This is an optimization exercise on Yosys and OpenROAD, whose aim is small area and a short achievable clock period, not a production implementation. The RTL was checked by simulation tests, not by an equivalence proof against the original design. Power and IR drop assume default switching activity.

Design systolic_top, start of the top module:
module systolic_top (
    input  logic         i_clk,
    input  logic         i_nrst,
    input  logic         i_reg_clear,
    input  logic         i_pe_en,
    input  logic         i_psum_out_en,
    input  logic [1:0]   i_mode,
    input  logic [63:0]  i_ifmap,    
    input  logic [7:0]   i_weight,
    output logic [127:0] o_ofmap     
);
    systolic_array #(.HEIGHT(8)) systolic_array_inst (
        .i_clk(i_clk), .i_nrst(i_nrst), .i_mode(i_mode),
        .i_reg_clear(i_reg_clear), .i_pe_en(i_pe_en), .i_psum_out_en(i_psum_out_en),
        .i_ifmap(i_ifmap), .i_weight(i_weight), .o_ofmap(o_ofmap)
    );
endmodule
Settings: LEC_CHECK=0, CAP_MARGIN=20, CORE_MARGIN=2, CORE_UTILIZATION=40, SETUP_SLACK_MARGIN=5, SLEW_MARGIN=20; clock period 10.0 ns.
run.sh (not shown) runs the stock make flow with config.mk's settings and CLKGATE_MAP_FILE= SYNTH_SCRIPT=/design/flow/synth_recipe.tcl, a recipe that flattens the netlist after the stock synthesis.
The starting point ran to the end with no violations.
Rerun with:
--- a/flow/config.mk
+++ b/flow/config.mk
@@ -12 +12,3 @@
 export SLEW_MARGIN = 20
+export SYNTH_HIERARCHICAL = 1
+export SYNTH_MINIMUM_KEEP_SIZE = 0
Result:
- power increases by 4.7%
- routed wire length came out higher by 0.64%
- worst setup slack loses 0.069 ns
- synthesized cell count came out lower by 13%
- final area decreases by 1.1%
- sequential share of layout area went up by 0.27 points
- global-route usage is about the same
- register-to-register slack gets worse by 0.07 ns
Rerun with:
--- a/flow/config.mk
+++ b/flow/config.mk
@@ -10,5 +10,2 @@
 export CORE_UTILIZATION = 40
-export SETUP_SLACK_MARGIN = 5
 export SLEW_MARGIN = 20
-export SYNTH_HIERARCHICAL = 1
-export SYNTH_MINIMUM_KEEP_SIZE = 0
Clock-buffer cell count does not change.
Design area rises by 0.33%.
Synthesized area climbs by 0.65%.
Power went down by 4.6%.
Wire length is lower by 1.1%.
Die area is higher by 0.64%.
Utilization fell by 0.45 points.
Rerun with:
--- a/flow/config.mk
+++ b/flow/config.mk
@@ -10,2 +10,6 @@
 export CORE_UTILIZATION = 40
+export CTS_BUF_LIST = sky130_fd_sc_hd__clkbuf_8
+export CTS_CLUSTER_DIAMETER = 60
+export CTS_CLUSTER_SIZE = 16
+export SETUP_SLACK_MARGIN = 5
 export SLEW_MARGIN = 20
Effect:
- area after synthesis stays the same
- global-route usage barely changes
- fmax increases by a few percent
- cell area decreases slightly
- setup slack improved by 0.26 ns

* * *

Starting RTL as in the previous note.
Settings: LEC_CHECK=0, ABC_CLOCK_PERIOD_IN_PS=4000, CAP_MARGIN=20, CORE_MARGIN=2, CORE_UTILIZATION=40, SLEW_MARGIN=20; clock period 10.0 ns.
==> next run, changes <==
--- a/flow/config.mk
+++ b/flow/config.mk
@@ -8 +7,0 @@
-export ABC_CLOCK_PERIOD_IN_PS = 4000
@@ -11,0 +11,2 @@
+export CTS_BUF_LIST = sky130_fd_sc_hd__clkbuf_8
+export SETUP_SLACK_MARGIN = 5
=> Register-to-register slack gains 0.24 ns; flip-flop and latch count is unchanged; count of clock-buffer cells in the layout rises by 30; worst setup slack improved by 0.24 ns; total power fell by 1.7%; design area went up by 0.76%; critical path depth decreases by 2; core utilization rises by 0.34 points; first-iteration DRC count shrinks by 1.3%.

* * *

systolic_top again, from the RTL that the note above started with.
clock: 10.0 ns
lec_check: 0
cap_margin: 20
core_margin: 2
core_utilization: 40
cts_buf_list: sky130_fd_sc_hd__clkbuf_8
cts_cluster_diameter: 60
cts_cluster_size: 16
setup_slack_margin: 5
slew_margin: 20
standard.sh (not shown) runs the stock make flow with config.mk's settings and CLKGATE_MAP_FILE= SYNTH_SCRIPT=/design/flow/synth_recipe.tcl, a recipe that flattens the netlist after the stock synthesis.
==> flow/flow/run.sh <==
#!/bin/bash
# Standard layout, with one netlist step between synthesis and floorplan:
# fixpol.py removes polarity inverters around full-adder cells (a full adder
# inverted on all three inputs gives both outputs inverted), choosing which
# adders to take in inverted polarity so that the fewest inverters remain.
# Registers and all other cells are left as the standard synthesis made them.
set -euo pipefail
# every port still gets its own buffer, as the smallest buffer cell (the resizer upsizes as needed)
export BUFFER_PORTS_ARGS="-buffer_cell sky130_fd_sc_hd__buf_1"
R=orfs/results/${FLOW_PLATFORM}/systolic_top/base
bash standard.sh synth > synth.log 2>&1
cp $R/1_2_yosys.v 1_2_yosys.orig.v
python3 flow/fixpol.py 1_2_yosys.orig.v $R/1_2_yosys.v > fixpol.log 2>&1
rm -f $R/1_synth.odb $R/1_synth.sdc
bash standard.sh finish > layout.log 2>&1
Other scripts of this flow, unchanged in this note and not shown: flow/flow/fixpol.py
The first run finished clean.
Then changed:
--- a/flow/flow/run.sh
+++ b/flow/flow/run.sh
@@ -7,2 +7,4 @@
 set -euo pipefail
+# repair setup timing towards a slack of 7 ns (the standard flow's setting stops at 5)
+export SETUP_SLACK_MARGIN=7
 # every port still gets its own buffer, as the smallest buffer cell (the resizer upsizes as needed)
Settings changed: SETUP_SLACK_MARGIN 5 to unset.
The changed run ran to the end with no violations.
Worst setup slack gets better by 350 ps.
Cell area goes up by 27%.
Synthesized area stays the same.
Then changed:
--- a/flow/flow/run.sh
+++ b/flow/flow/run.sh
@@ -7,6 +7,2 @@
 set -euo pipefail
-# repair setup timing towards a slack of 7 ns (the standard flow's setting stops at 5)
-export SETUP_SLACK_MARGIN=7
-# every port still gets its own buffer, as the smallest buffer cell (the resizer upsizes as needed)
-export BUFFER_PORTS_ARGS="-buffer_cell sky130_fd_sc_hd__buf_1"
 R=orfs/results/${FLOW_PLATFORM}/systolic_top/base
Settings changed: SETUP_SLACK_MARGIN set to 5.
Effect:
- The new run passed the timing, design-rule and antenna checks
- final cell count shrinks by 9.8%
- worst hold slack gets worse by 11 ps
- flip-flop and latch count does not change
- sequential power is about the same
- die area does not change
- final area shrinks by 18%
- setup slack gets worse by 320 ps
- synthesized cell count stays the same
- utilization shrinks by 10 points
- fmax shrinks by 6.7%

* * *

Starting RTL as in the previous note.
==> flow/config.mk <==
export PLATFORM = sky130hd
export DESIGN_NAME = systolic_top
export DESIGN_NICKNAME = systolic_top
export VERILOG_FILES = /design/flow/design.v
export SDC_FILE = /design/flow/constraint.sdc
export NUM_CORES = 4
export LEC_CHECK = 0
export CAP_MARGIN = 20
export CORE_MARGIN = 2
export CORE_UTILIZATION = 40
export CTS_BUF_LIST = sky130_fd_sc_hd__clkbuf_8
export CTS_CLUSTER_DIAMETER = 60
export CTS_CLUSTER_SIZE = 16
export SETUP_SLACK_MARGIN = 5
export SLEW_MARGIN = 20
==> flow/constraint.sdc <==
create_clock -name core_clock -period 10.0 [get_ports {i_clk}]
set_input_delay 2.0000 -clock core_clock [delete_from_list [all_inputs] [get_ports {i_clk}]]
set_output_delay 2.0000 -clock core_clock [all_outputs]
set_load 0.01 [all_outputs]
==> flow/flow/run.sh <==
#!/bin/bash
# Standard layout, with one netlist step between synthesis and floorplan:
# fixpol.py removes polarity inverters around full-adder cells (a full adder
# inverted on all three inputs gives both outputs inverted), choosing which
# adders to take in inverted polarity so that the fewest inverters remain.
# Registers and all other cells are left as the standard synthesis made them.
set -euo pipefail
# every port still gets its own buffer, as the smallest buffer cell (the resizer upsizes as needed)
export BUFFER_PORTS_ARGS="-buffer_cell sky130_fd_sc_hd__buf_1"
R=orfs/results/${FLOW_PLATFORM}/systolic_top/base
bash standard.sh synth > synth.log 2>&1
cp $R/1_2_yosys.v 1_2_yosys.orig.v
python3 flow/fixpol.py 1_2_yosys.orig.v $R/1_2_yosys.v > fixpol.log 2>&1
rm -f $R/1_synth.odb $R/1_synth.sdc
bash standard.sh finish > layout.log 2>&1
Other scripts of this flow, unchanged in this note and not shown: flow/flow/fixpol.py
The baseline went through all stages and came out clean.
Edit:
- CORE_UTILIZATION: 40 -> 55
Effect: Final area went down by 1.1%. Worst hold slack is about the same. Non-clock buffer count went up by 9. Synthesized cell count is unchanged. Wire length went down by about 3%. Utilization went up by 16 points.

* * *

## rev 12
Starting RTL as in the previous note.
Settings: LEC_CHECK=0, CAP_MARGIN=20, CORE_MARGIN=2, CORE_UTILIZATION=40, CTS_BUF_LIST=sky130_fd_sc_hd__clkbuf_8, CTS_CLUSTER_DIAMETER=60, CTS_CLUSTER_SIZE=16, SLEW_MARGIN=20; clock period 10.0 ns.
==> flow/flow/run.sh <==
#!/bin/bash
# Standard layout, with one netlist step between synthesis and floorplan:
# fixpol.py removes polarity inverters around full-adder cells (a full adder
# inverted on all three inputs gives both outputs inverted), choosing which
# adders to take in inverted polarity so that the fewest inverters remain.
# Registers and all other cells are left as the standard synthesis made them.
set -euo pipefail
# repair setup timing towards a slack of 6 ns (the standard flow's setting stops at 5)
export SETUP_SLACK_MARGIN=6
# every port still gets its own buffer, as the smallest buffer cell (the resizer upsizes as needed)
export BUFFER_PORTS_ARGS="-buffer_cell sky130_fd_sc_hd__buf_1"
R=orfs/results/${FLOW_PLATFORM}/systolic_top/base
bash standard.sh synth > synth.log 2>&1
cp $R/1_2_yosys.v 1_2_yosys.orig.v
python3 flow/fixpol.py 1_2_yosys.orig.v $R/1_2_yosys.v > fixpol.log 2>&1
rm -f $R/1_synth.odb $R/1_synth.sdc
bash standard.sh finish > layout.log 2>&1
Other scripts of this flow, unchanged in this note and not shown: flow/flow/fixpol.py
The flow did not stop early for rev 12: all stages ran, and the layout cleared the timing, design-rule and antenna checks.
Modified inputs, rev 13 compared to rev 12
- setting SETUP_SLACK_MARGIN to 5 for the first time
- changing CTS_CLUSTER_DIAMETER from 60 to 70
- changing CTS_CLUSTER_SIZE from 16 to 20
diff --git a/flow/flow/run.sh b/flow/flow/run.sh
--- a/flow/flow/run.sh
+++ b/flow/flow/run.sh
@@ -8,2 +7,0 @@
-# repair setup timing towards a slack of 6 ns (the standard flow's setting stops at 5)
-export SETUP_SLACK_MARGIN=6
## What came out
- Highest signal layer in the routed design = met4: rev 12; highest signal layer in the routed design = met5: rev 13
- In the tables for rev 12 and rev 13, final clock period utilization by the worst path reads lower with rev 12.
- As far as worst hold slack after final layout is concerned, rev 12 and rev 13 perform about the same.
- Looking at overall track demand over capacity in global routing, rev 13 sits 2.2 points below rev 12.
- Number of signal-net buffers in the layout (rev 13 over rev 12): decrease, 343

==> static timing again, ports no longer ideal <==
How much do the figures lean on ideal ports? The routed layouts below were timed once more, with nothing changed but the port constraints.
Step 1: set_driving_cell puts a clkbuf_16 on i_clk and a buf_2 on each other input, an assumption about the parent block.
Step 2, shift: input delay + t, output delay - t, t = (earliest + latest rising clock arrival at the registers) / 2. This alone moves slack from input paths to output paths.
Three values: ideal, step 1, step 2; two values: the first two.
run	t (ns)	setup slack, ns	worst setup path at the end
the first run of note 1	0.703	5.211 / 5.211 / 5.211	register to register
the second run of note 1	0.710	5.143 / 5.143 / 5.143	register to register
the third run of note 1	0.705	4.942 / 4.942 / 4.942	register to register
the fourth run of note 1	0.784	5.200 / 5.200 / 5.200	register to register
the first run of note 2	0.705	4.942 / 4.942 / 4.942	register to register
the second run of note 2	0.766	5.181 / 5.181 / 5.181	register to register
the first run of note 3	0.752	5.188 / 5.188 / 5.188	register to register
the second run of note 3	0.785	5.535 / 5.535 / 5.535	register to register
the third run of note 3	0.768	5.216 / 5.216 / 5.216	register to register
the first run of note 4	0.794	5.145 / 5.145 / 5.145	register to register
the second run of note 4	0.733	5.110 / 5.110 / 5.110	register to register
rev 12	0.762	5.560 / 5.560 / 5.282	input to register
rev 13	0.733	5.177 / 5.177 / 5.177	register to register
After both steps setup and hold are still met in every run listed. For rev 12, which loses most, drivers alone change the setup slack by 0.000 ns; drivers and shift together by -0.278 ns.
